Source: an optimization exercise on an open RTL-to-GDS flow (aim: small area). Production flows keep margins and buffers that such runs may drop.
Function was checked by simulation only, so behaviour that the tests miss may differ from the original.
Power and IR drop assume default switching activity.

<file path="flow/flow/run.sh">
#!/bin/bash
# Layout flow: the standard ORFS flow, with
#  - the combinational logic of the standard synthesis re-mapped by ABC for
#    area (flip-flops kept as they are: same instances, names and cells),
#  - port buffers of the smallest buffer,
#  - a clock tree of clkbuf_8 without dummy loads.
# Each tool's full output goes to a log file here (the ORFS steps also keep
# theirs under orfs/logs).
set -euo pipefail
W=$(pwd)
export BUFFER_PORTS_ARGS="-buffer_cell sky130_fd_sc_hd__buf_1"
export CTS_ARGS="-sink_clustering_enable -repair_clock_nets -dont_use_dummy_load -buf_list sky130_fd_sc_hd__clkbuf_4 -sink_clustering_size 9 -sink_clustering_max_diameter 40"
bash standard.sh synth > "$W/synth_make.log" 2>&1
RES="$W/orfs/results/$FLOW_PLATFORM/accel_display/base"
cp "$RES/1_2_yosys.v" "$W/standard_synth.v"
LIB="$FLOW_HOME/platforms/$FLOW_PLATFORM/lib/sky130_fd_sc_hd__tt_025C_1v80.lib" \
NETLIST="$W/standard_synth.v" TOP="$FLOW_TOP" ABCSCRIPT="$W/flow/resyn.abc" \
OUT="$W/resyn.v" yosys -c "$W/flow/resyn.tcl" > "$W/resyn.log" 2>&1
cp "$W/resyn.v" "$RES/1_2_yosys.v"
rm -f "$RES/1_synth.odb" "$RES/1_synth.sdc"
bash standard.sh > "$W/layout_make.log" 2>&1
</file>
<file path="flow/flow/resyn.abc">
strash
dch -f
map -a
mfs2
strash
dch -f
map -a
mfs2
strash
dch -f
map -a
mfs2
strash
dch -f
map -a
mfs2
strash
dch -f
map -a
topo
dnsize -c
</file>
<file path="flow/flow/resyn.tcl">
# Re-map the combinational logic of the standard synthesis for area.
# Flip-flops and tie cells stay as they are (same instances, names and
# types); every other cell is turned back into logic and mapped again by ABC.
yosys -import
set lib $::env(LIB)
read_liberty -ignore_miss_func $lib
read_verilog $::env(NETLIST)
hierarchy -top $::env(TOP)
# flip-flops, latches, tie cells and anything else ABC cannot map stay as cells
blackbox *__df* *__edf* *__sdf* *__sedf* *__dl* *__sdl* *__conb* *__tap* *__fill* *__decap* *__diode* *__probe* *__lpflow* *__ebuf* *__einv* *__clkdlybuf* *__dlygate* *__dlymetal*
flatten
opt_clean -purge
stat -liberty $lib
abc -liberty $lib -dont_use sky130_fd_sc_hd__probe_p_8 -dont_use sky130_fd_sc_hd__probec_p_8 -dont_use sky130_fd_sc_hd__lpflow_* -script $::env(ABCSCRIPT)
opt_clean -purge
hilomap -singleton -hicell sky130_fd_sc_hd__conb_1 HI -locell sky130_fd_sc_hd__conb_1 LO
yosys rename -enumerate
stat -liberty $lib
check
write_verilog -noattr -noexpr -nohex -nodec $::env(OUT)
</file>
<file path="flow/standard.sh">
#!/bin/bash
# synth_recipe.tcl (not shown) runs the flow's synth.tcl, then flattens the netlist and writes it again
# the make line also repeats each setting of config.mk as NAME=value (left out here)
make -C /OpenROAD-flow-scripts/flow DESIGN_CONFIG=/design/flow/config.mk WORK_HOME=/design/flow/orfs CLKGATE_MAP_FILE= SYNTH_SCRIPT=/design/flow/synth_recipe.tcl "${@:-finish}"
</file>
<file path="flow/config.mk">
export PLATFORM = sky130hd
export DESIGN_NAME = accel_display
export DESIGN_NICKNAME = accel_display
export VERILOG_FILES = /design/flow/design.v
export SDC_FILE = /design/flow/constraint.sdc
export NUM_CORES = 4
export LEC_CHECK = 0
export ABC_AREA = 1
export CAP_MARGIN = 20
export CORE_MARGIN = 2
export CORE_UTILIZATION = 60
export PLACE_DENSITY = 0.75
export SLEW_MARGIN = 20
</file>
<file path="flow/constraint.sdc">
create_clock -name core_clock -period 20.0 [get_ports {clk}]
set_input_delay 4.0000 -clock core_clock [delete_from_list [all_inputs] [get_ports {clk}]]
set_output_delay 4.0000 -clock core_clock [all_outputs]
set_load 0.01 [all_outputs]
</file>
<file path="flow/design.v">
module seg7 (in, out);
	input [3:0] in;
	output reg [7:0] out;
	always @(*) begin
		casez (in)
			4'b0000: out = 8'b11000000;
			4'b0001: out = 8'b11111001;
			4'b0010: out = 8'b10100100;
			4'b0011: out = 8'b10110000;
			4'b0100: out = 8'b10011001;
			4'b0101: out = 8'b10010010;
			4'b0110: out = 8'b10000010;
			4'b0111: out = 8'b11111000;
			4'b1??0: out = 8'b10000000;
			default: out = 8'b10011000;
		endcase
	end
endmodule
module seg7h (in, out);
	input [2:0] in;
	output reg [7:0] out;
	always @(*) begin
		case (in)
			3'd0: out = 8'b11000000;
			3'd1: out = 8'b11111001;
			3'd2: out = 8'b10100100;
			3'd3: out = 8'b10110000;
			3'd4: out = 8'b10011001;
			3'd5: out = 8'b10010010;
			default: out = 8'b11000000;
		endcase
	end
endmodule
module BCDconvert (clock, reset_n, inc, sign, hunBCD, tenBCD, oneBCD);
	input clock;
	input reset_n;
	input inc;
	output [7:0] sign, hunBCD, tenBCD, oneBCD;
	reg       neg;
	reg [2:0] hun;
	reg [3:0] ten, one;
	wire is511 = (hun == 3'd5) && (ten == 4'd1) && (one == 4'd1);
	wire is1   = (hun == 3'd0) && (ten == 4'd0) && (one == 4'd1);
	always @(posedge clock) begin
		if (!reset_n) begin
			neg <= 1'b0;
			hun <= 3'd0;
			ten <= 4'd0;
			one <= 4'd0;
		end else if (inc) begin
			if (!neg) begin
				neg <= is511;
				if (one == 4'd9) begin
					one <= 4'd0;
					if (ten == 4'd9) begin
						ten <= 4'd0;
						hun <= hun + 3'd1;
					end else
						ten <= ten + 4'd1;
				end else
					one <= one + 4'd1;
			end else begin
				neg <= !is1;
				if (one == 4'd0) begin
					one <= 4'd9;
					if (ten == 4'd0) begin
						ten <= 4'd9;
						hun <= hun - 3'd1;
					end else
						ten <= ten - 4'd1;
				end else
					one <= one - 4'd1;
			end
		end
	end
	seg7 a0 (.in(one), .out(oneBCD));
	seg7 a1 (.in(ten), .out(tenBCD));
	seg7h a2 (.in(hun), .out(hunBCD));
	assign sign = neg ? 8'b10111111 : 8'b11111111;
endmodule
module ram (clock, address, data_out);
	input clock;
	input [7:0] address;
	output reg data_out;
	wire [3:0] r = address[7:4];
	wire [3:0] c = address[3:0];
	wire mid  = (r >= 4'd4) && (r <= 4'd11);
	wire low  = (r >= 4'd12);
	wire grey = (mid && ((c <= 4'd5) || (c >= 4'd10))) || (low && (c >= 4'd10));
	always @(posedge clock)
		data_out <= grey;
endmodule
module vga_controller (pixel_clk, reset_n, h_sync, v_sync, disp_ena, column, row);
	input pixel_clk;
	input reset_n;
	output h_sync;
	output v_sync;
	output disp_ena;
	output [9:0] column;    
	output [9:0] row;       
	reg  [9:0] hc, vc;      
	reg        first;
	wire       h_end   = (hc == 10'd488);                   
	wire       v_end   = (vc == 10'd293);                   
	wire       h_blank = (hc >= 10'd329) && (hc <= 10'd488);  
	wire       v_blank = (vc >= 10'd249) && (vc <= 10'd293);  
	always @(posedge pixel_clk) begin
		first <= !reset_n;
		if (!reset_n) begin
			hc <= 10'd713;
			vc <= 10'd793;
		end else begin
			hc <= h_end ? 10'd713 : hc + 10'd1;
			if (h_end)
				vc <= v_end ? 10'd793 : vc + 10'd1;
		end
	end
	assign h_sync   = !((hc >= 10'd345) && (hc < 10'd441));    
	assign v_sync   = !((vc == 10'd259) || (vc == 10'd260));   
	assign disp_ena = !first && !h_blank && !v_blank;
	assign column   = h_end ? 10'd328 : hc;
	assign row      = v_end ? 10'd248 : vc;
endmodule
module smoothFilter (clock, reset_n, enable, select, valid, data_in, data_update, smooth_out);
	input clock;
	input reset_n;
	input enable;
	input [1:0] select;
	input valid;
	input [13:0] data_in;
	input data_update;
	output [9:0] smooth_out;
	reg [13:0] psum;
	reg [223:0] past;     
	reg [9:0] smooth_hold;
	reg [9:0] smooth_c;
	reg [13:0] old;
	always @(posedge clock) begin
		if (!reset_n)
			psum <= 14'd0;
		else if (data_update)
			psum <= psum + data_in;
	end
	always @(posedge clock) begin
		if (data_update)
			past <= {past[209:0], psum};
	end
	always @(*) begin
		case (select)
			2'b00: old[9:0] = past[9:0];
			2'b01: old[9:0] = past[23:14];
			2'b10: old[9:0] = past[51:42];
			default: old[9:0] = past[219:210];
		endcase
		old[10] = select[1] ? (select[0] ? past[220] : past[52]) : past[24];
		old[11] = select[0] ? past[221] : past[53];
		old[13:12] = past[223:222];
		if (!valid)
			old = 14'd0;
	end
	wire [13:0] diff = psum - old;
	always @(*) begin
		case (select)
			2'b00: smooth_c = diff[9:0];
			2'b01: smooth_c = diff[10:1];
			2'b10: smooth_c = diff[11:2];
			default: smooth_c = diff[13:4];
		endcase
	end
	always @(posedge clock) begin
		if (!reset_n)
			smooth_hold <= 10'd0;
		else if (!enable)
			smooth_hold <= smooth_c;
	end
	assign smooth_out = enable ? smooth_hold : smooth_c;
endmodule
module accel_display(
	input 		          		clk,         
	input 		          		reset_n,
	input 		     [1:0]		SW,
	input 		          		data_update,
	input 		     [15:0]		data_x,
	input 		     [15:0]		data_y,
	output		     [7:0]		HEX0,
	output		     [7:0]		HEX1,
	output		     [7:0]		HEX2,
	output		     [7:0]		HEX3,
	output		     [3:0]		VGA_B,
	output		     [3:0]		VGA_G,
	output		reg          	VGA_HS,
	output		     [3:0]		VGA_R,
	output		reg          	VGA_VS
);
	wire [9:0] fx, fy;
	wire [9:0] col, row;
	wire h_sync, v_sync, disp_ena;
	wire grey;
	reg [3:0] nsamp;
	reg       full;
	always @(posedge clk) begin
		if (!reset_n) begin
			nsamp <= 4'd0;
			full  <= 1'b0;
		end else if (data_update) begin
			nsamp <= nsamp + 4'd1;
			if (nsamp == 4'd15)
				full <= 1'b1;
		end
	end
	reg valid;
	always @(*) begin
		case (SW)
			2'b00: valid = full || (nsamp != 4'd0);
			2'b01: valid = full || (nsamp >= 4'd2);
			2'b10: valid = full || (nsamp >= 4'd4);
			default: valid = full;
		endcase
	end
	smoothFilter x_axis (.clock(clk), .reset_n(reset_n), .enable(VGA_HS), .select(SW), .valid(valid),
	                     .data_in(data_x[13:0]), .data_update(data_update), .smooth_out(fx));
	smoothFilter y_axis (.clock(clk), .reset_n(reset_n), .enable(VGA_VS), .select(SW), .valid(valid),
	                     .data_in(data_y[13:0]), .data_update(data_update), .smooth_out(fy));
	vga_controller control (.pixel_clk(clk), .reset_n(reset_n), .h_sync(h_sync),
	                        .v_sync(v_sync), .disp_ena(disp_ena), .column(col), .row(row));
	wire y_lo = (fy >= 10'd281) && (fy <= 10'd792);   
	wire y_hi = (fy >= 10'd233) && (fy <= 10'd280);   
	wire [9:0] q = y_lo ? 10'd793 : (y_hi ? 10'd233 : fy);    
	wire en = y_lo || y_hi || (fy == 10'd793) || (fx == 10'd768) || (fx == 10'd234);
	wire [9:0] dcol = col - fx;    
	wire [9:0] drow = row - q;     
	wire in_x = (dcol[9:4] == 6'd0) && !((fx >= 10'd698) && (fx <= 10'd712));   
	wire in_y = (drow[9:4] == 6'd0);
	wire [7:0] addr = {drow[3:0] + dcol[7:4], dcol[3:0]};
	ram memory (.clock(clk), .address(addr), .data_out(grey));
	reg c_red, c_blue, c_grey;
	always @(posedge clk) begin
		c_red  <= disp_ena && !(in_x && in_y) && en;
		c_blue <= disp_ena && in_x && in_y && !grey;
		c_grey <= disp_ena && in_x && in_y && grey;
		VGA_HS <= h_sync;
		VGA_VS <= v_sync;
	end
	assign VGA_R = {c_red | c_grey, c_red, c_red | c_blue, c_red};
	assign VGA_G = {c_grey, c_blue, 2'b00};
	assign VGA_B = {c_grey, c_blue, c_blue, c_blue};
	reg en_q;
	always @(posedge clk) begin
		if (!reset_n)
			en_q <= 1'b0;
		else
			en_q <= en;
	end
	BCDconvert BCD_x (.clock(clk), .reset_n(reset_n), .inc(en && !en_q), .sign(HEX3),
	                  .hunBCD(HEX2), .tenBCD(HEX1), .oneBCD(HEX0));
endmodule
</file>
==> results.cfg, run 1 <==
[status]
status = finished clean

[placement]
dp.cells = 2187
dpl.hpwl_mm = 23.9
gp_congestion = 0.873
port_buffers = 66

[layout]
utilization_pct = 65.9
final_nets = 1854
drive_gt1_share_pct = 6.67
stdcell_count = 2264
area_delta_synth_final_pct = 7.40

[setup_path]
r2r_start = nsamp[3]
worst-path-max-fanout = 33
crit_required_ns = 20.63
path_delay_family = simple AND/OR/NAND/NOR gates
cp_common_cell = nand2_1
path_class = in2reg
endpoint_kind = flop
cp_slowest_stage_delay_ns = 0.80
rrSetupSlack_ns = 11.59
reg2reg_to = memory.data_out
worstSetupStartpointType = input pin
worst-endpoint-arrival_ns = 13.69
reg2regPathDepth = 43
cpMaxStageDelayCell = clkinv_1
path_buf_inv = 9

[routing]
routed_wl_mm = 38.6
drt_iter0_drc = 1045
ant_nets = 0
vias = 12701
routedWlPerCell_um = 17.0
drcViolationCount = 0
vias_per_cell = 5.61
drtPass1Iterations = 5

[timing]
fmax_ghz = 0.0766
hold_viol = 0
min_period_ns = 13.06
min_period_over_period_pct = 65.3
final.setup.tns_ns = 0
slew_headroom_pct = 26.0
rsz0062_at_grt = no
fin_hold_ws_ns = 0.374
skew_ns = 0.0859
worst_slew_pin_slew_ns = 1.11
slew_violations = 0
setup_viol = 0

[floorplan]
start_util_pct = 61.3
coreArea_um2 = 33700
ios = 83
die_height_um = 190
die_x_um = 190
rows = 67
dieArea_um2 = 35900

[pwr]
switching_power_w = 0.000461
internal_power_w = 0.00151
power_w = 0.00197
p_comb_share_pct = 7.2
power.density_nw_per_um2 = 88.8
seqPwrFrac_pct = 67.0
swShare_pct = 23.4
pwr-share-clk_pct = 25.8
p_leak_nw = 7.82
ir_worst_vdd_mv = 0.0646

[worst_hold_path]
min_to = x_axis.past[80]
min_from = x_axis.past[66]
hold_class = reg2reg
hold_path_depth = 0

[run]
maxCapViolCount = 0

[global_route]
grt_max_degree = 199
grt_util_all_layers_pct = 21.8
grt_pass1_wl_mm = 61.1
grt_overflow = 0
grt_pass1_vias = 12183
antenna_found_initial = 1

[clock_network]
cts_hold_buf = 0
cts_buffers = 76
cts_tree = yes
cts-root-buf = clkbuf_4
clk_pin_slew_ns = 0.09
clock-sinks = 541
clk_latency_ns = 0.76
cts_setup_buffers = 0
clock_path_buffers = 3
h-tree-depth = 3
cts_resized = 0

[yosys]
synthCells = 1651
syn_area_um2 = 20700
avgSynthCellArea_um2 = 12.5
yosysWarnings = 7
==> cells in the final DEF, fill, tap and decap left out, drive strengths merged, types with 3 or more instances in the layout <==
master and count:
nor4 4, xor2 39, clkinv 167, nor2 203, and2 3, clkbuf 78
xnor2 22, buf 76, o221ai 7, nand4 6, o211a 3, nand3 33
nor3 27, or2 28, a22oi 26, dfxtp 93, edfxtp 448, o211ai 4
nand2 214, a221oi 5, a211oi 9, conb 12, o21ai 152, o31ai 4
a21oi 119, o22ai 5, a31oi 8
==> power groups by stage <==
stage / Sequential (W) / Clock (W) / Combinational, W
floorplan: 0.00133 / 0 / 0.0000898
global placement: 0.00134 / 0 / 0.000136
detailed placement: 0.00134 / 0 / 0.000142
CTS: 0.00132 / 0.000532 / 0.000142
global route: 0.00133 / 0.000575 / 0.000160
finish: 0.00132 / 0.000509 / 0.000142
==> sequential cells by signal, indices dropped and copies added, names as in the netlist, 10 cells and up <==
signal / cells
x_axis.past: 224
y_axis.past: 224
x_axis.psum: 14
y_axis.psum: 14
control.hc: 10
control.vc: 10
x_axis.smooth_hold: 10
y_axis.smooth_hold: 10
==> worst reg2reg max path, delay by kind of cell, from the launching register on <==
family          cells  cell delay [ns]
simple gates       20             3.24
compound gates     16             2.88
flops               1             0.36
xor+xnor            3             0.56
buf+inv             4             1.24
==> per-layer routing <==
| layer | GRT usage, % | wire length (µm) | vias to the layer above |
|---|---|---|---|
| li1 | - | - | 6200 |
| met1 | 30.6 | 17500 | 6003 |
| met2 | 33.6 | 17700 | 413 |
| met3 | 4.78 | 2270 | 85 |
| met4 | 8.77 | 1180 | 0 |
| met5 | 0 | 0 | - |
==> area by class of cell <==
| class | count | area [µm²] |
|---|---|---|
| flip-flops and latches | 541 | 15300 |
| fillers | 2542 | 11500 |
| multi-input cells | 953 | 4770 |
| inverters | 167 | 627 |
| clock buffers | 76 | 571 |
| well taps | 448 | 561 |
| repair buffers | 78 | 355 |
| diodes | 1 | 2.50 |
==> per-stage QoR <==
| step | setup slack, ns | instance area (µm²) |
|---|---|---|
| CTS | 7.08 | 22200 |
| detailed placement | 6.30 | 21600 |
| global route | 5.79 | 22200 |
| global placement | 6.35 | 21600 |
| floorplan | 8.73 | 20700 |
| finish | 6.94 | 22200 |
==> worst max path at each step <==
stage	start	to	slack (ns)	cells past startpoint
4_1_cts	SW[1]	memory.data_out	7.08	50
6_report	SW[1]	memory.data_out	6.94	50
2_1_floorplan	SW[1]	memory.data_out	8.73	46
5_1_grt	SW[0]	memory.data_out	5.79	51
3_5_place_dp	SW[1]	memory.data_out	6.30	50
3_3_place_gp	SW[0]	memory.data_out	6.35	50
==> run 2, diff against run 1 <==
--- a/flow/flow/run.sh
+++ b/flow/flow/run.sh
@@ -10,5 +10,5 @@
 W=$(pwd)
 export BUFFER_PORTS_ARGS="-buffer_cell sky130_fd_sc_hd__buf_1"
-export CTS_ARGS="-sink_clustering_enable -repair_clock_nets -dont_use_dummy_load -buf_list sky130_fd_sc_hd__clkbuf_4 -sink_clustering_size 9 -sink_clustering_max_diameter 40"
+export CTS_ARGS="-sink_clustering_enable -repair_clock_nets -dont_use_dummy_load -buf_list {sky130_fd_sc_hd__clkbuf_4 sky130_fd_sc_hd__clkbuf_8} -sink_clustering_size 12 -sink_clustering_max_diameter 50"
 bash standard.sh synth > "$W/synth_make.log" 2>&1
 RES="$W/orfs/results/$FLOW_PLATFORM/accel_display/base"
==> results.cfg, run 2 <==
[setup_path]
cpMaxStageDelayCell = clkinv_1
worst-endpoint-arrival_ns = 13.72
path_class = in2reg
endpoint_kind = flop
worst-path-max-fanout = 33
crit_required_ns = 20.54
cp_slowest_stage_delay_ns = 0.80
cp_common_cell = nand2_1
worstSetupStartpointType = input pin

[timing]
worst_slew_pin_slew_ns = 1.04
skew_ns = 0.0622
rsz0062_at_grt = no
final.setup.tns_ns = 0
min_period_ns = 13.18
fmax_ghz = 0.0759
setup_viol = 0
slew_headroom_pct = 30.4
slew_violations = 0
fin_ws_ns = 6.82
hold_viol = 0
min_period_over_period_pct = 65.9

[routing]
drt_iter0_drc = 1052
wl_met2_mm = 17.5
vias_per_cell = 5.57
vias = 12488
drtPass1Iterations = 5
drcViolationCount = 0
top_layer_used = met4
routedWlPerCell_um = 17.0
wl_met3_mm = 1.92
wl_met1_mm = 17.6
routed_wl_mm = 38.0
ant_nets = 0

[floorplan]
die_x_um = 190
rows = 67
start_util_pct = 61.3
dieArea_um2 = 35900
ios = 83
die_height_um = 190
coreArea_um2 = 33700

[clock_network]
clock_path_buffers = 3
clock-sinks = 541
h-tree-depth = 2
cts_buffers = 54
cts-root-buf = clkbuf_8
cts_setup_buffers = 0
clk_latency_ns = 0.64
cts_tree = yes
cts_resized = 0
cts_hold_buf = 0
clk_pin_slew_ns = 0.07

[placement]
port_buffers = 66
gp_congestion = 0.873
dpl.hpwl_mm = 23.9
dp_slack_ns = 6.30

[pwr]
ir_worst_vdd_mv = 0.0670
pwr-share-clk_pct = 28.1
swShare_pct = 22.6
switching_power_w = 0.000461
p_comb_share_pct = 7.0
power.density_nw_per_um2 = 91.0
p_leak_nw = 7.86
internal_power_w = 0.00157
seqPwrFrac_pct = 64.9

[global_route]
grt_pass1_wl_mm = 60.4
grt_max_degree = 199
grt_pass1_vias = 11980
antenna_found_initial = 0
grt_util_all_layers_pct = 21.5
grt_overflow = 0

[status]
status = finished clean

[yosys]
yosysWarnings = 7
synthCells = 1651
avgSynthCellArea_um2 = 12.5
syn_area_um2 = 20700

[layout]
layout_common_cells = edfxtp_1 (448), nand2_1 (214), nor2_1 (202), clkinv_1 (167), o21ai_0 (152)
top_regs = x_axis.past: 224 flops, y_axis.past: 224 flops
final_nets = 1832
layout_commonest_cell = edfxtp_1
drive_gt1_share_pct = 5.52
area_delta_synth_final_pct = 8.22
antennaDiodeCount = 0
nFillCells = 2485

[run]
maxCapViolCount = 0

[worst_hold_path]
hold_class = reg2reg
[run 2: area by class of cell]
| type | instances | area [µm²] | share of cell area [%] |
|---|---|---|---|
| well taps | 448 | 561 | 2.51 |
| clock buffers | 54 | 743 | 3.32 |
| multi-input cells | 953 | 4770 | 21.3 |
| flip-flops and latches | 541 | 15300 | 68.5 |
| repair buffers | 78 | 355 | 1.59 |
| inverters | 167 | 627 | 2.80 |
[run 2: worst paths after layout]
kind                                 startpoint              end  slack, ns  cells after the start
worst max-delay path                      SW[1]  memory.data_out       6.82                     50
worst min register to register  y_axis.past[11]  y_axis.past[25]       0.39                      0
worst min-delay path            y_axis.past[11]  y_axis.past[25]       0.39                      0
worst max register to register         nsamp[3]  memory.data_out      11.61                     43
[run 2: power groups by stage]
| stage | Combinational (W) | Clock, W | Sequential, W |
|---|---|---|---|
| after floorplan | 0.0000898 | 0 | 0.00133 |
| after global placement | 0.000136 | 0 | 0.00134 |
| after detailed placement | 0.000142 | 0 | 0.00134 |
| after CTS | 0.000142 | 0.000594 | 0.00132 |
| after global routing | 0.000160 | 0.000633 | 0.00133 |
| final | 0.000142 | 0.000572 | 0.00132 |
[run 2: through the flow]
step | cell area [µm²] | instances | hold slack [ns] | utilization, % | power [W]
floorplan | 20700 | 1661 | 0.393 | - | 0.00142
global placement | 21600 | 2187 | 0.401 | 64.2 | 0.00148
detailed placement | 21600 | 2187 | 0.405 | 64.2 | 0.00149
CTS | 22400 | 2241 | 0.391 | 66.4 | 0.00206
global route | 22400 | 2241 | 0.406 | 66.4 | 0.00212
finish | 22400 | 2241 | 0.391 | 66.4 | 0.00203
[run 2: worst max-delay path, delay by kind of cell]
kind,cells,cell delay [ns]
XOR/XNOR,3,0.56
AO/OA/AOI/OAI,16,2.87
buffers and inverters,9,2.86
AND/OR/NAND/NOR,22,3.42
[run 2: metal layers]
layer / GRT usage [%] / up-vias
li1: - / 6127
met2: 33.5 / 338
met1: 30.5 / 5946
met5: 0 / -
met4: 7.78 / 0
met3: 4.37 / 77
==> run 3, diff against run 2 <==
--- a/flow/flow/run.sh
+++ b/flow/flow/run.sh
@@ -10,5 +10,5 @@
 W=$(pwd)
 export BUFFER_PORTS_ARGS="-buffer_cell sky130_fd_sc_hd__buf_1"
-export CTS_ARGS="-sink_clustering_enable -repair_clock_nets -dont_use_dummy_load -buf_list {sky130_fd_sc_hd__clkbuf_4 sky130_fd_sc_hd__clkbuf_8} -sink_clustering_size 12 -sink_clustering_max_diameter 50"
+export CTS_ARGS="-sink_clustering_enable -repair_clock_nets -dont_use_dummy_load -buf_list sky130_fd_sc_hd__clkbuf_8 -sink_clustering_size 20 -sink_clustering_max_diameter 60"
 bash standard.sh synth > "$W/synth_make.log" 2>&1
 RES="$W/orfs/results/$FLOW_PLATFORM/accel_display/base"
==> results.cfg, run 3 <==
[timing]
hold_viol = 0
fin_hold_ws_ns = 0.349
slew_headroom_pct = 25.2
min_period_ns = 13.28
rsz0062_at_grt = no
slew_violations = 0
skew_ns = 0.0591
final.setup.tns_ns = 0
worst_slew_pin_slew_ns = 1.12
min_period_over_period_pct = 66.4
fmax_ghz = 0.0753
fin_ws_ns = 6.72
setup_viol = 0

[floorplan]
coreArea_um2 = 33700
ios = 83
rows = 67
dieArea_um2 = 35900
die_x_um = 190
start_util_pct = 61.3
die_height_um = 190

[clock_network]
cts_buffers = 38
cts_resized = 0
h-tree-depth = 2
clk_latency_ns = 0.59
clock_path_buffers = 3
clock-sinks = 541
cts_tree = yes
cts_hold_buf = 0
clk_pin_slew_ns = 0.10
cts_setup_buffers = 0
cts-root-buf = clkbuf_8

[setup_path]
worst-path-max-fanout = 33
cp_common_cell = nand2_1
path_delay_family = simple AND/OR/NAND/NOR gates
reg2regPathDepth = 43
r2r_start = nsamp[3]
crit_required_ns = 20.45
rrSetupSlack_ns = 11.56
cp_slowest_stage_delay_ns = 0.81
worst-endpoint-arrival_ns = 13.73
cpMaxStageDelayCell = clkinv_1
path_depth = 50
startpoint = SW[1]
worstSetupStartpointType = input pin
crit_end = memory.data_out
path_buf_inv = 9
endpoint_kind = flop
path_class = in2reg
reg2reg_to = memory.data_out

[worst_hold_path]
hold_class = reg2reg

[placement]
gp_congestion = 0.873
dpl.hpwl_mm = 23.9
dp.cells = 2187
port_buffers = 66
dp_slack_ns = 6.30

[global_route]
grt_overflow = 0
grt_pass1_vias = 11802
grt_util_all_layers_pct = 21.0
grt_pass1_wl_mm = 59.4
grt_max_degree = 199
antenna_found_initial = 0

[yosys]
synthCells = 1651
yosysWarnings = 7
avgSynthCellArea_um2 = 12.5
syn_area_um2 = 20700

[routing]
drt_iter0_drc = 992
drtPass1Iterations = 7
vias_per_cell = 5.57
routedWlPerCell_um = 16.8
routed_wl_mm = 37.4
ant_nets = 0
vias = 12406
drcViolationCount = 0

[layout]
drive_gt1_share_pct = 4.67
layout_commonest_cell = edfxtp_1
final_nets = 1816
nFillCells = 2499
top_regs = x_axis.past: 224 flops, y_axis.past: 224 flops
area_delta_synth_final_pct = 7.17
layout_common_cells = edfxtp_1 (448), nand2_1 (214), nor2_1 (202), clkinv_1 (167), o21ai_0 (152)
stdcell_count = 2226

[pwr]
power_w = 0.00194
power.density_nw_per_um2 = 87.7
ir_worst_vdd_mv = 0.0801
p_leak_nw = 7.75

[status]
status = finished clean

[run]
maxCapViolCount = 0
## run 3: per-layer routing
metal	part of all wire [%]	up-vias	global-route usage, %	wire length [µm]
met2	46	313	33.4	17300
li1	-	6099	-	-
met4	2.9	0	7.45	1100
met5	0	-	0	0
met1	46	5916	30.1	17100
met3	4.9	78	2.93	1850
## run 3: layout make-up
type	instances	area [µm²]	area share, %
flip-flops and latches	541	15300	69.1
multi-input cells	953	4770	21.5
inverters	167	627	2.83
well taps	448	561	2.53
clock buffers	38	523	2.36
repair buffers	78	355	1.60
diodes	1	2.50	0.0113
## run 3: worst min-delay path by stage
stage,from,to,slack [ns],cells after the start
6_report,y_axis.past[11],y_axis.past[25],0.35,0
5_1_grt,y_axis.past[11],y_axis.past[25],0.36,0
2_1_floorplan,control.hc[0],control.hc[0],0.39,1
3_5_place_dp,x_axis.past[157],x_axis.past[171],0.40,0
4_1_cts,y_axis.past[11],y_axis.past[25],0.35,0
3_3_place_gp,x_axis.past[157],x_axis.past[171],0.40,0
## run 3: power breakdown
part | switching [W] | total [W] | leakage, nW | internal (W)
Sequential | 0.0000292 | 0.00132 | 5.17 | 0.00129
Combinational | 0.0000983 | 0.000142 | 2.31 | 0.0000437
Clock | 0.000308 | 0.000480 | 0.273 | 0.000172
## run 3: per-stage QoR
stage / cell area, µm² / util [%]
floorplan: 20700 / -
global placement: 21600 / 64.2
detailed placement: 21600 / 64.2
CTS: 22100 / 65.7
global route: 22100 / 65.7
finish: 22100 / 65.7
==> run 4, diff against run 3 <==
==> flow/flow/run.sh (replaced) <==
#!/bin/bash
# Layout flow: the standard ORFS flow, with
#  - the combinational logic of the standard synthesis re-mapped by ABC for
#    area, with a few ABC scripts, keeping the smallest result (flip-flops
#    stay as they are: same instances, names and cells),
#  - port buffers of the smallest buffer,
#  - a clock tree without dummy loads.
# Each tool's full output goes to a log file here (the ORFS steps also keep
# theirs under orfs/logs).
set -euo pipefail
W=$(pwd)
export BUFFER_PORTS_ARGS="-buffer_cell sky130_fd_sc_hd__buf_1"
export CTS_ARGS="-sink_clustering_enable -repair_clock_nets -dont_use_dummy_load -buf_list sky130_fd_sc_hd__clkbuf_8 -sink_clustering_size 20 -sink_clustering_max_diameter 60"
bash standard.sh synth > "$W/synth_make.log" 2>&1
RES="$W/orfs/results/$FLOW_PLATFORM/accel_display/base"
cp "$RES/1_2_yosys.v" "$W/standard_synth.v"
for i in 1 2 3 4; do
  LIB="$FLOW_HOME/platforms/$FLOW_PLATFORM/lib/sky130_fd_sc_hd__tt_025C_1v80.lib" \
  NETLIST="$W/standard_synth.v" TOP="$FLOW_TOP" ABCSCRIPT="$W/flow/resyn$i.abc" \
  OUT="$W/resyn$i.v" yosys -c "$W/flow/resyn.tcl" > "$W/resyn$i.log" 2>&1 &
done
wait || true
best=""
bestarea=""
for i in 1 2 3 4; do
  [[ -s "$W/resyn$i.v" ]] || continue
  a=$(grep "Chip area" "$W/resyn$i.log" | tail -1 | awk '{print $NF}')
  [[ -n "$a" ]] || continue
  if [[ -z "$best" ]] || awk -v a="$a" -v b="$bestarea" 'BEGIN{exit !(a<b)}'; then
    best=$i; bestarea=$a
  fi
done
echo "resynthesis: script $best, area $bestarea" > "$W/resyn_choice.log"
if [[ -n "$best" ]]; then
  cp "$W/resyn$best.v" "$RES/1_2_yosys.v"
  rm -f "$RES/1_synth.odb" "$RES/1_synth.sdc"
fi
bash standard.sh > "$W/layout_make.log" 2>&1
==> flow/flow/resyn1.abc (new file) <==
strash
dch -f
map -a
mfs2
strash
dch -f
map -a
mfs2
strash
dch -f
map -a
mfs2
strash
dch -f
map -a
mfs2
strash
dch -f
map -a
topo
dnsize -c
==> flow/flow/resyn2.abc (new file) <==
strash
dch -f
map -a
mfs2
strash
dch -f
map -a
mfs2
strash
dch -f
map -a
topo
dnsize -c
==> flow/flow/resyn3.abc (new file) <==
strash
&get -n
&dch -f
&nf -a
&put
mfs2
strash
dch -f
map -a
mfs2
strash
dch -f
map -a
mfs2
strash
dch -f
map -a
topo
dnsize -c
==> flow/flow/resyn4.abc (new file) <==
strash
dch -f
map -a
mfs2
strash
dch -f
map -a
mfs2
strash
dch -f
map -a
mfs2
strash
dch -f
map -a
mfs2
strash
dch -f
map -a
mfs2
strash
dch -f
map -a
mfs2
strash
dch -f
map -a
topo
dnsize -c
--- a/flow/config.mk
+++ b/flow/config.mk
@@ -9,5 +9,5 @@
 export CAP_MARGIN = 20
 export CORE_MARGIN = 2
-export CORE_UTILIZATION = 60
-export PLACE_DENSITY = 0.75
+export CORE_UTILIZATION = 65
+export PLACE_DENSITY = 0.8
 export SLEW_MARGIN = 20
removed: flow/flow/resyn.abc
==> results.cfg, run 4 <==
[status]
status = finished clean

[pwr]
ir_worst_vdd_mv = 0.0853
p_comb_share_pct = 7.4
p_leak_nw = 7.75
internal_power_w = 0.00151
pwr-share-clk_pct = 24.5
swShare_pct = 22.3
power_w = 0.00194
switching_power_w = 0.000433
power.density_nw_per_um2 = 87.7
seqPwrFrac_pct = 68.1

[layout]
antennaDiodeCount = 0
drive_gt1_share_pct = 4.78
layout_commonest_cell = edfxtp_1
utilization_pct = 70.4
finalInstanceArea_um2 = 22100
nFillCells = 2129
area_delta_synth_final_pct = 6.91
top_regs = x_axis.past: 224 flops, y_axis.past: 224 flops
multi_input_area_um2 = 4770
regArea_um2 = 15300
final_nets = 1818
layout_common_cells = edfxtp_1 (448), nand2_1 (214), nor2_1 (202), clkinv_1 (167), o21ai_0 (152)

[global_route]
grt_util_all_layers_pct = 22.8
antenna_found_initial = 0
grt_pass1_vias = 11941
grt_overflow = 0
grt_max_degree = 101
grt_pass1_wl_mm = 59.4

[setup_path]
path_class = in2reg
reg2reg_to = c_blue
worst-path-max-fanout = 33
rrSetupSlack_ns = 11.33
r2r_start = nsamp[3]
worst-endpoint-arrival_ns = 13.27
startpoint = SW[1]
reg2regPathDepth = 40
crit_end = c_blue
cp_common_cell = nand2_1
crit_required_ns = 20.45
cpMaxStageDelayCell = a2111oi_0
cp_slowest_stage_delay_ns = 0.79
endpoint_kind = flop
worstSetupStartpointType = input pin

[clock_network]
h-tree-depth = 2
cts_tree = yes
clock-sinks = 541
cts_resized = 0
cts-root-buf = clkbuf_8
clk_pin_slew_ns = 0.11
cts_buffers = 38
cts_setup_buffers = 0
clock_path_buffers = 3
clk_latency_ns = 0.59
cts_hold_buf = 0

[timing]
worst_slew_pin_slew_ns = 0.993
fmax_ghz = 0.0780
setup_viol = 0
slew_headroom_pct = 32.1
rsz0062_at_grt = no
skew_ns = 0.0740
hold_viol = 0
final.setup.tns_ns = 0
min_period_ns = 12.82
fin_hold_ws_ns = 0.377
slew_violations = 0
min_period_over_period_pct = 64.1

[yosys]
syn_area_um2 = 20700
synthCells = 1651
yosysWarnings = 7
avgSynthCellArea_um2 = 12.5

[floorplan]
die_x_um = 182
start_util_pct = 65.8
ios = 83
rows = 65
die_height_um = 182
coreArea_um2 = 31400
dieArea_um2 = 33200

[placement]
port_buffers = 66
dpl_cell_area_um2 = 21600
dpl.hpwl_mm = 24.2
gp_congestion = 0.867

[routing]
routed_wl_mm = 37.5
drt_iter0_drc = 1083
routedWlPerCell_um = 17.2
drtPass1Iterations = 6
drcViolationCount = 0
vias = 12615
ant_nets = 0
vias_per_cell = 5.78

[run]
maxCapViolCount = 0

[worst_hold_path]
hold_class = reg2reg
==> run 4: worst min path at each step <==
stage / cells after the start / slack (ns) / startpoint / end
floorplan: 1 / 0.39 / control.hc[0] / control.hc[0]
global placement: 0 / 0.40 / x_axis.past[155] / x_axis.past[169]
detailed placement: 0 / 0.40 / x_axis.past[152] / x_axis.past[166]
CTS: 0 / 0.38 / x_axis.past[86] / x_axis.past[100]
global route: 0 / 0.38 / x_axis.past[128] / x_axis.past[142]
finish: 0 / 0.38 / x_axis.past[86] / x_axis.past[100]
==> run 4: final cells by class <==
cell class | count | share of cell area (%)
clock buffers | 38 | 2.37
repair buffers | 80 | 1.64
inverters | 167 | 2.84
well taps | 402 | 2.28
multi-input cells | 953 | 21.6
flip-flops and latches | 541 | 69.3
==> run 4: power groups by stage <==
stage | Combinational [W] | Clock [W] | Sequential [W]
after detailed placement | 0.000142 | 0 | 0.00134
after global placement | 0.000135 | 0 | 0.00134
final | 0.000143 | 0.000475 | 0.00132
after floorplan | 0.0000898 | 0 | 0.00133
after global routing | 0.000161 | 0.000527 | 0.00133
after CTS | 0.000142 | 0.000490 | 0.00132
==> run 4: per-stage QoR <==
step                      instances  setup WS (ns)
after floorplan                1661           8.73
after global placement         2143           7.05
after detailed placement       2143           6.80
after CTS                      2181           7.33
after global routing           2181           6.24
final                          2181           7.18
==> run 4: layer usage <==
layer / routed length [µm] / part of all wire, % / GRT usage, % / vias up
met1: 16500 / 44 / 32.2 / 6044
met3: 2290 / 6.1 / 3.35 / 94
met5: 0 / 0 / 0 / -
met2: 17600 / 47 / 36.8 / 394
li1: - / - / - / 6083
met4: 1170 / 3.1 / 8.06 / 0
==> run 4: worst max-delay path, delay by kind of cell <==
| family | cells | cell delay [ns] |
|---|---|---|
| AO/OA/AOI/OAI | 13 | 2.73 |
| AND/OR/NAND/NOR | 25 | 4.01 |
| buffers and inverters | 9 | 2.40 |
| XOR/XNOR | 1 | 0.09 |
==> run 5, diff against run 4 <==
--- a/flow/flow/run.sh
+++ b/flow/flow/run.sh
@@ -2,5 +2,5 @@
 # Layout flow: the standard ORFS flow, with
 #  - the combinational logic of the standard synthesis re-mapped by ABC for
-#    area, with a few ABC scripts, keeping the smallest result (flip-flops
+#    area, with six ABC scripts, keeping the smallest result (flip-flops
 #    stay as they are: same instances, names and cells),
 #  - port buffers of the smallest buffer,
@@ -15,5 +15,5 @@
 RES="$W/orfs/results/$FLOW_PLATFORM/accel_display/base"
 cp "$RES/1_2_yosys.v" "$W/standard_synth.v"
-for i in 1 2 3 4; do
+for i in 1 2 3 4 5 6; do
   LIB="$FLOW_HOME/platforms/$FLOW_PLATFORM/lib/sky130_fd_sc_hd__tt_025C_1v80.lib" \
   NETLIST="$W/standard_synth.v" TOP="$FLOW_TOP" ABCSCRIPT="$W/flow/resyn$i.abc" \
@@ -23,5 +23,5 @@
 best=""
 bestarea=""
-for i in 1 2 3 4; do
+for i in 1 2 3 4 5 6; do
   [[ -s "$W/resyn$i.v" ]] || continue
   a=$(grep "Chip area" "$W/resyn$i.log" | tail -1 | awk '{print $NF}')
==> flow/flow/resyn5.abc (new file) <==
strash
&get -n
&synch2
&put
strash
dch -f
map -a
mfs2
strash
dch -f
map -a
mfs2
strash
dch -f
map -a
mfs2
strash
dch -f
map -a
mfs2
strash
dch -f
map -a
topo
dnsize -c
==> flow/flow/resyn6.abc (new file) <==
strash
&get -n
&synch2
&put
strash
dch -f
map -a
mfs2
strash
dch -f
map -a
mfs2
strash
dch -f
map -a
mfs2
strash
dch -f
map -a
mfs2
strash
dch -f
map -a
mfs2
strash
dch -f
map -a
mfs2
strash
dch -f
map -a
topo
dnsize -c
--- a/flow/config.mk
+++ b/flow/config.mk
@@ -9,5 +9,5 @@
 export CAP_MARGIN = 20
 export CORE_MARGIN = 2
-export CORE_UTILIZATION = 65
-export PLACE_DENSITY = 0.8
+export CORE_UTILIZATION = 60
+export PLACE_DENSITY = 0.75
 export SLEW_MARGIN = 20
==> results.cfg, run 5 <==
[status]
status = finished clean

[timing]
slew_headroom_pct = 40.3
setup_viol = 0
fmax_ghz = 0.0872
fin_hold_ws_ns = 0.351
final.setup.tns_ns = 0
skew_ns = 0.0638
rsz0062_at_grt = no
worst_slew_pin_slew_ns = 0.890
min_period_over_period_pct = 57.3
fin_ws_ns = 8.54
min_period_ns = 11.46
slew_violations = 0
hold_viol = 0

[setup_path]
cpMaxStageDelayCell = clkinv_1
cp_common_cell = nand2_1
endpoint_kind = flop
worstSetupStartpointType = input pin
path_depth = 42
reg2regPathDepth = 39
path_class = in2reg
worst-endpoint-arrival_ns = 11.90
worst-path-max-fanout = 24
crit_required_ns = 20.44
path_delay_family = simple AND/OR/NAND/NOR gates
cp_slowest_stage_delay_ns = 0.72
path_buf_inv = 8

[placement]
dp_slack_ns = 8.00
dpl.hpwl_mm = 24.7
port_buffers = 66
gp_congestion = 0.843

[global_route]
grt_util_all_layers_pct = 21.3
grt_pass1_vias = 12023
antenna_found_initial = 0
grt_pass1_wl_mm = 60.3
grt_overflow = 0
grt_max_degree = 211

[clock_network]
clk_latency_ns = 0.59
cts_resized = 0
h-tree-depth = 2
cts_hold_buf = 0
cts_buffers = 36
cts-root-buf = clkbuf_8
clock-sinks = 541
cts_tree = yes
clk_pin_slew_ns = 0.11
cts_setup_buffers = 0
clock_path_buffers = 3

[layout]
layout_common_cells = edfxtp_1 (448), nor2_1 (262), nand2_1 (190), clkinv_1 (187), o21ai_0 (134)
final_nets = 1832
nFillCells = 2490
area_delta_synth_final_pct = 7.29
drive_gt1_share_pct = 3.63
layout_commonest_cell = edfxtp_1
top_regs = x_axis.past: 224 flops, y_axis.past: 224 flops

[routing]
routedWlPerCell_um = 16.9
vias_per_cell = 5.64
ant_nets = 0
drcViolationCount = 0
vias = 12634
routed_wl_mm = 38.0
drtPass1Iterations = 6
drt_iter0_drc = 1159

[run]
maxCapViolCount = 0

[floorplan]
coreArea_um2 = 33700
start_util_pct = 61.1
die_x_um = 189
ios = 83
dieArea_um2 = 35800
die_height_um = 189
rows = 67

[pwr]
p_leak_nw = 7.66
p_comb_share_pct = 7.5
internal_power_w = 0.00149
power.density_nw_per_um2 = 87.6
pwr-share-clk_pct = 24.4
switching_power_w = 0.000441
ir_worst_vdd_mv = 0.0650
seqPwrFrac_pct = 68.1
swShare_pct = 22.8

[yosys]
syn_area_um2 = 20600
yosysWarnings = 7
avgSynthCellArea_um2 = 12.4
synthCells = 1666

[worst_hold_path]
hold_path_depth = 0
hold_class = reg2reg
==> run 5: routing by layer <==
metal | GRT usage, % | routed length, µm | vias up
li1 | - | - | 6160
met4 | 7.99 | 1250 | 0
met2 | 34.2 | 17500 | 355
met1 | 30.5 | 17400 | 6027
met3 | 2.47 | 1820 | 92
met5 | 0 | 0 | -
==> run 5: layout make-up <==
class	instances	area [µm²]	share of cell area, %
flip-flops and latches	541	15300	69.3
multi-input cells	948	4610	20.9
clock buffers	36	495	2.24
well taps	448	561	2.54
repair buffers	81	404	1.83
diodes	1	2.50	0.0113
inverters	187	702	3.18
==> run 5: stage by stage <==
step                      instances  utilization (%)  cell area (µm²)  total power (W)
after floorplan                1676                -            20600          0.00142
after global placement         2204             64.0            21600          0.00148
after detailed placement       2204             64.0            21600          0.00149
after CTS                      2240             65.4            22000          0.00195
after global routing           2241             65.5            22100          0.00201
final                          2242             65.5            22100          0.00193
==> run 5: power by group through the flow <==
| stage | clock network [W] | registers [W] | logic (W) |
|---|---|---|---|
| after global placement | 0 | 0.00134 | 0.000138 |
| after floorplan | 0 | 0.00133 | 0.0000881 |
| after global routing | 0.000521 | 0.00132 | 0.000162 |
| after detailed placement | 0 | 0.00134 | 0.000143 |
| after CTS | 0.000490 | 0.00132 | 0.000143 |
| final | 0.000473 | 0.00132 | 0.000145 |
==> run 5: worst paths after layout <==
check	from	to	slack, ns
worst min-delay path	y_axis.past[39]	y_axis.past[53]	0.35
worst max register to register	nsamp[3]	BCD_x.hun[1]	12.84
worst min register to register	y_axis.past[39]	y_axis.past[53]	0.35
worst max-delay path	SW[1]	BCD_x.hun[1]	8.54
==> run 6, diff against run 5 <==
--- a/flow/design.v
+++ b/flow/design.v
@@ -122,5 +122,5 @@
 	assign row      = v_end ? 10'd248 : vc;
 endmodule
-module smoothFilter (clock, reset_n, enable, select, valid, data_in, data_update, smooth_out);
+module smoothFilter (clock, reset_n, enable, select, valid, data_in, data_update, smooth_live, smooth_hold);
 	input clock;
 	input reset_n;
@@ -130,8 +130,8 @@
 	input [13:0] data_in;
 	input data_update;
-	output [9:0] smooth_out;
+	output [9:0] smooth_live;    
+	output reg [9:0] smooth_hold;    
 	reg [13:0] psum;
 	reg [223:0] past;     
-	reg [9:0] smooth_hold;
 	reg [9:0] smooth_c;
 	reg [13:0] old;
@@ -174,5 +174,5 @@
 			smooth_hold <= smooth_c;
 	end
-	assign smooth_out = enable ? smooth_hold : smooth_c;
+	assign smooth_live = smooth_c;
 endmodule
 module accel_display(
@@ -193,5 +193,5 @@
 	output		reg          	VGA_VS
 );
-	wire [9:0] fx, fy;
+	wire [9:0] lx, ly, hx, hy;    
 	wire [9:0] col, row;
 	wire h_sync, v_sync, disp_ena;
@@ -219,16 +219,18 @@
 	end
 	smoothFilter x_axis (.clock(clk), .reset_n(reset_n), .enable(VGA_HS), .select(SW), .valid(valid),
-	                     .data_in(data_x[13:0]), .data_update(data_update), .smooth_out(fx));
+	                     .data_in(data_x[13:0]), .data_update(data_update), .smooth_live(lx), .smooth_hold(hx));
 	smoothFilter y_axis (.clock(clk), .reset_n(reset_n), .enable(VGA_VS), .select(SW), .valid(valid),
-	                     .data_in(data_y[13:0]), .data_update(data_update), .smooth_out(fy));
+	                     .data_in(data_y[13:0]), .data_update(data_update), .smooth_live(ly), .smooth_hold(hy));
 	vga_controller control (.pixel_clk(clk), .reset_n(reset_n), .h_sync(h_sync),
 	                        .v_sync(v_sync), .disp_ena(disp_ena), .column(col), .row(row));
-	wire y_lo = (fy >= 10'd281) && (fy <= 10'd792);   
-	wire y_hi = (fy >= 10'd233) && (fy <= 10'd280);   
-	wire [9:0] q = y_lo ? 10'd793 : (y_hi ? 10'd233 : fy);    
-	wire en = y_lo || y_hi || (fy == 10'd793) || (fx == 10'd768) || (fx == 10'd234);
-	wire [9:0] dcol = col - fx;    
+	wire y_lo = (hy >= 10'd281) && (hy <= 10'd792);   
+	wire y_hi = (hy >= 10'd233) && (hy <= 10'd280);   
+	wire [9:0] q = y_lo ? 10'd793 : (y_hi ? 10'd233 : hy);    
+	wire en_x = VGA_HS ? ((hx == 10'd768) || (hx == 10'd234)) : ((lx == 10'd768) || (lx == 10'd234));
+	wire en_y = VGA_VS ? ((hy >= 10'd233) && (hy <= 10'd793)) : ((ly >= 10'd233) && (ly <= 10'd793));
+	wire en = en_x || en_y;
+	wire [9:0] dcol = col - hx;    
 	wire [9:0] drow = row - q;     
-	wire in_x = (dcol[9:4] == 6'd0) && !((fx >= 10'd698) && (fx <= 10'd712));   
+	wire in_x = (dcol[9:4] == 6'd0) && !((hx >= 10'd698) && (hx <= 10'd712));   
 	wire in_y = (drow[9:4] == 6'd0);
 	wire [7:0] addr = {drow[3:0] + dcol[7:4], dcol[3:0]};
--- a/flow/flow/run.sh
+++ b/flow/flow/run.sh
@@ -11,5 +11,5 @@
 W=$(pwd)
 export BUFFER_PORTS_ARGS="-buffer_cell sky130_fd_sc_hd__buf_1"
-export CTS_ARGS="-sink_clustering_enable -repair_clock_nets -dont_use_dummy_load -buf_list sky130_fd_sc_hd__clkbuf_8 -sink_clustering_size 20 -sink_clustering_max_diameter 60"
+export CTS_ARGS="-sink_clustering_enable -repair_clock_nets -dont_use_dummy_load -buf_list sky130_fd_sc_hd__clkbuf_8 -sink_clustering_size 18 -sink_clustering_max_diameter 55"
 bash standard.sh synth > "$W/synth_make.log" 2>&1
 RES="$W/orfs/results/$FLOW_PLATFORM/accel_display/base"
==> results.cfg, run 6 <==
[status]
status = finished clean

[yosys]
avgSynthCellArea_um2 = 12.5
syn_area_um2 = 20500
synthCells = 1642
yosysWarnings = 7

[layout]
area_delta_synth_final_pct = 7.50
drive_gt1_share_pct = 4.28
utilization_pct = 65.6
layout_common_cells = edfxtp_1 (448), nor2_1 (215), nand2_1 (212), clkinv_1 (160), a21oi_1 (126)
layout_commonest_cell = edfxtp_1
nFillCells = 2437
final_nets = 1814
top_regs = x_axis.past: 224 flops, y_axis.past: 224 flops
antennaDiodeCount = 0

[global_route]
grt_max_degree = 97
grt_pass1_wl_mm = 59.1
top_usage_layer = met2
antenna_found_initial = 1
grt_pass1_vias = 11696
grt_util_all_layers_pct = 21.0
use_met1_pct = 30.4
grt_overflow = 0
grt_util_met3_pct = 3.82
grt_use_met2_pct = 32.6

[timing]
min_period_over_period_pct = 53.5
fin_hold_ws_ns = 0.374
skew_ns = 0.0602
fmax_ghz = 0.0935
worst_slew_pin_slew_ns = 1.05
hold_viol = 0
min_period_ns = 10.70
slew_headroom_pct = 29.7
rsz0062_at_grt = no
final.setup.tns_ns = 0
setup_viol = 0
slew_violations = 0

[clock_network]
clk_pin_slew_ns = 0.10
cts-root-buf = clkbuf_8
cts_setup_buffers = 0
h-tree-depth = 2
cts_tree = yes
cts_buffers = 41
cts_resized = 0
clock-sinks = 541
clock_path_buffers = 3
clk_latency_ns = 0.62
cts_hold_buf = 0

[setup_path]
path_class = in2reg
worst-endpoint-arrival_ns = 11.24
endpoint_kind = flop
crit_required_ns = 20.54
cp_common_cell = nand2_1
cp_slowest_stage_delay_ns = 0.77
worstSetupStartpointType = input pin
rrSetupSlack_ns = 13.85
worst-path-max-fanout = 17
cpMaxStageDelayCell = nor2_1

[floorplan]
die_x_um = 189
ios = 83
coreArea_um2 = 33600
rows = 67
die_height_um = 189
start_util_pct = 61.1
dieArea_um2 = 35700

[pwr]
swShare_pct = 23.0
power_w = 0.00198
internal_power_w = 0.00152
p_leak_nw = 7.73
p_comb_share_pct = 8.2
seqPwrFrac_pct = 66.7
power.density_nw_per_um2 = 89.5
pwr-share-clk_pct = 25.1
switching_power_w = 0.000454
ir_worst_vdd_mv = 0.0675

[routing]
vias_per_cell = 5.62
drt_iter0_drc = 954
ant_nets = 0
vias = 12504
routedWlPerCell_um = 16.6
drcViolationCount = 0
drtPass1Iterations = 6
routed_wl_mm = 37.0

[run]
maxCapViolCount = 0

[placement]
gp_congestion = 0.907
port_buffers = 66
dpl.hpwl_mm = 24.1

[worst_hold_path]
hold_class = reg2reg
==> run 6: metrics by stage <==
| step | worst slack [ns] | instances | cell area [µm²] |
|---|---|---|---|
| 3_3_place_gp | 9.08 | 2182 | 21500 |
| 4_1_cts | 9.58 | 2223 | 22100 |
| 5_1_grt | 8.55 | 2223 | 22100 |
| 3_5_place_dp | 8.94 | 2182 | 21500 |
| 6_report | 9.30 | 2223 | 22100 |
| 2_1_floorplan | 10.18 | 1652 | 20600 |
==> run 6: final timing paths <==
path,from,to,depth (start not counted)
worst min-delay path,x_axis.past[54],x_axis.past[68],0
worst min register to register,x_axis.past[54],x_axis.past[68],0
worst max-delay path,SW[1],BCD_x.hun[2],36
worst max register to register,nsamp[1],BCD_x.hun[2],35
==> run 6: layer usage <==
metal	part of all wire (%)	routed length, µm
met1	47	17400
met2	45	16700
met3	5.3	1960
met4	2.6	959
met5	0.038	14
==> run 6: layout make-up <==
cell class	instances	area, µm²	area share, %
multi-input combinational	951	4650	21.1
clock buffer	41	564	2.56
inverter	160	601	2.72
timing repair buffer	82	377	1.71
sequential	541	15300	69.4
tap	448	561	2.54
==> run 6: power by group through the flow <==
stage	clock, W	sequential, W	combinational [W]
5_1_grt	0.000554	0.00132	0.000180
3_5_place_dp	0	0.00134	0.000160
6_report	0.000497	0.00132	0.000161
4_1_cts	0.000518	0.00132	0.000160
3_3_place_gp	0	0.00134	0.000155
2_1_floorplan	0	0.00133	0.000100
==> run 6: critical path: cells and delay by family <==
| kind | cells | cell delay, ns |
|---|---|---|
| buf+inv | 8 | 2.22 |
| xor+xnor | 1 | 0.14 |
| compound gates | 12 | 2.80 |
| simple gates | 15 | 2.05 |
==> run 7, diff against run 6 <==
--- a/flow/flow/run.sh
+++ b/flow/flow/run.sh
@@ -2,5 +2,5 @@
 # Layout flow: the standard ORFS flow, with
 #  - the combinational logic of the standard synthesis re-mapped by ABC for
-#    area, with six ABC scripts, keeping the smallest result (flip-flops
+#    area, with seven ABC scripts, keeping the smallest result (flip-flops
 #    stay as they are: same instances, names and cells),
 #  - port buffers of the smallest buffer,
@@ -15,5 +15,5 @@
 RES="$W/orfs/results/$FLOW_PLATFORM/accel_display/base"
 cp "$RES/1_2_yosys.v" "$W/standard_synth.v"
-for i in 1 2 3 4 5 6; do
+for i in 1 2 3 4 5 6 7; do
   LIB="$FLOW_HOME/platforms/$FLOW_PLATFORM/lib/sky130_fd_sc_hd__tt_025C_1v80.lib" \
   NETLIST="$W/standard_synth.v" TOP="$FLOW_TOP" ABCSCRIPT="$W/flow/resyn$i.abc" \
@@ -23,5 +23,5 @@
 best=""
 bestarea=""
-for i in 1 2 3 4 5 6; do
+for i in 1 2 3 4 5 6 7; do
   [[ -s "$W/resyn$i.v" ]] || continue
   a=$(grep "Chip area" "$W/resyn$i.log" | tail -1 | awk '{print $NF}')
==> flow/flow/resyn7.abc (new file) <==
strash
&get -n
&synch2
&put
strash
dch -f
map -a
mfs2
strash
dch -f
map -a
mfs2
strash
dch -f
map -a
mfs2
strash
dch -f
map -a
mfs2
strash
dch -f
map -a
mfs2
strash
dch -f
map -a
mfs2
strash
dch -f
map -a
mfs2
strash
dch -f
map -a
mfs2
strash
dch -f
map -a
topo
dnsize -c
==> results.cfg, run 7 <==
[status]
status = finished clean

[placement]
port_buffers = 66
dpl.hpwl_mm = 24.4
gp_congestion = 0.889
dpl_cell_area_um2 = 21500

[timing]
final.setup.tns_ns = 0
rsz0062_at_grt = no
skew_ns = 0.0765
worst_slew_pin_slew_ns = 0.960
setup_viol = 0
fmax_ghz = 0.0960
slew_violations = 0
min_period_ns = 10.42
slew_headroom_pct = 35.5
hold_viol = 0
min_period_over_period_pct = 52.1

[clock_network]
cts_buffers = 41
cts_setup_buffers = 0
cts_tree = yes
clk_pin_slew_ns = 0.10
clock-sinks = 541
cts_hold_buf = 0
h-tree-depth = 2
cts-root-buf = clkbuf_8
clock_path_buffers = 3
clk_latency_ns = 0.59
cts_resized = 0

[setup_path]
cp_common_cell = nand2_1
worst-endpoint-arrival_ns = 10.83
r2r_start = nsamp[1]
path_buf_inv = 6
worst-path-max-fanout = 22
path_delay_family = simple AND/OR/NAND/NOR gates
path_class = in2reg
worstSetupStartpointType = input pin
crit_required_ns = 20.41
startpoint = SW[0]
endpoint_kind = flop
cpMaxStageDelayCell = clkinv_1
cp_slowest_stage_delay_ns = 0.64

[routing]
routed_wl_mm = 37.3
routedWlPerCell_um = 16.9
drtPass1Iterations = 6
vias = 12593
vias_per_cell = 5.69
ant_nets = 0
drcViolationCount = 0
drt_iter0_drc = 1153

[layout]
finalInstanceArea_um2 = 22000
layout_commonest_cell = edfxtp_1
final_nets = 1802
utilization_pct = 65.6
top_regs = x_axis.past: 224 flops, y_axis.past: 224 flops
drive_gt1_share_pct = 4.37
area_delta_synth_final_pct = 7.55
layout_common_cells = edfxtp_1 (448), nor2_1 (216), nand2_1 (213), clkinv_1 (162), a21oi_1 (129)

[floorplan]
die_height_um = 189
die_x_um = 189
dieArea_um2 = 35700
start_util_pct = 61.0
coreArea_um2 = 33600
ios = 83
rows = 67

[worst_hold_path]
min_from = x_axis.past[83]
hold_class = reg2reg

[pwr]
swShare_pct = 22.7
p_leak_nw = 7.67
power.density_nw_per_um2 = 89.2
ir_worst_vdd_mv = 0.0706
seqPwrFrac_pct = 67.0
power_w = 0.00197
pwr-share-clk_pct = 25.1
switching_power_w = 0.000447
internal_power_w = 0.00152
p_comb_share_pct = 7.8

[global_route]
grt_util_all_layers_pct = 21.2
grt_pass1_wl_mm = 59.6
grt_pass1_vias = 11992
grt_overflow = 0
grt_max_degree = 169
antenna_found_initial = 1

[yosys]
avgSynthCellArea_um2 = 12.6
synthCells = 1631
syn_area_um2 = 20500
yosysWarnings = 7

[run]
maxCapViolCount = 0
==> run 7: layer usage <==
metal | track usage, % | up-vias | share of wire, %
met5 | 0 | - | 0
met3 | 3.43 | 82 | 5.5
met4 | 7.45 | 0 | 2.8
li1 | - | 6096 | -
met2 | 33.7 | 374 | 47
met1 | 30.0 | 6041 | 45
==> run 7: cell type report <==
class / count / area (µm²)
clock buffers: 41 / 564
diodes: 1 / 2.50
flip-flops and latches: 541 / 15300
inverters: 162 / 608
repair buffers: 81 / 382
fillers: 2444 / 11600
well taps: 448 / 561
multi-input cells: 938 / 4610
==> run 7: path summary, 6_finish.rpt <==
kind / to / slack, ns / depth (start not counted)
worst max register to register: BCD_x.hun[2] / 13.61 / 40
worst min-delay path: x_axis.past[97] / 0.37 / 0
worst max-delay path: BCD_x.hun[2] / 9.58 / 42
worst min register to register: x_axis.past[97] / 0.37 / 0
==> run 7: power by group through the flow <==
| stage | sequential [W] | combinational (W) | clock (W) |
|---|---|---|---|
| global placement | 0.00134 | 0.000147 | 0 |
| detailed placement | 0.00134 | 0.000152 | 0 |
| global route | 0.00133 | 0.000172 | 0.000548 |
| floorplan | 0.00133 | 0.0000966 | 0 |
| finish | 0.00132 | 0.000154 | 0.000494 |
| CTS | 0.00132 | 0.000153 | 0.000513 |
==> run 7: metrics by stage <==
step / cells / setup WS, ns / hold WS [ns]
2_1_floorplan: 1641 / 10.29 / 0.395
3_3_place_gp: 2170 / 9.20 / 0.401
3_5_place_dp: 2170 / 9.16 / 0.405
4_1_cts: 2211 / 9.70 / 0.370
5_1_grt: 2212 / 8.87 / 0.371
6_report: 2212 / 9.58 / 0.368

port drivers added, routing unchanged:
The flow's constraints put no driver on any port. The routed layouts listed below were extracted and timed again, unchanged, in two steps.
Step 1, drivers: a clkbuf_16 drives clk and a buf_2 each remaining input, both assumed.
Step 2 moves the port delays by t, midway between the first and last clock arrival at a register: inputs arrive t later, outputs are due t later. That takes back most of the time a late clock gives input paths.
Three values: no drivers, after step 1, after step 2; two values: the first two.
run	t (ns)	slack for setup (ns)	worst hold slack (ns)	worst setup path after step 2
run 1	0.758	6.941 / 6.958 / 6.200	0.374 / 0.374 / 0.374	input to register
run 2	0.662	6.821 / 6.843 / 6.181	0.391 / 0.391 / 0.391	input to register
run 3	0.609	6.719 / 6.743 / 6.134	0.349 / 0.349 / 0.349	input to register
run 4	0.578	7.178 / 7.201 / 6.623	0.377 / 0.377 / 0.377	input to register
run 5	0.601	8.536 / 8.528 / 7.926	0.351 / 0.351 / 0.351	input to register
run 6	0.635	9.304 / 9.284 / 8.650	0.374 / 0.374 / 0.374	input to register
run 7	0.605	9.583 / 9.604 / 8.999	0.368 / 0.368 / 0.368	input to register
After both steps every run listed still meets setup and hold. For run 1, which loses most, drivers alone change the setup slack by +0.017 ns; drivers and shift together by -0.741 ns.
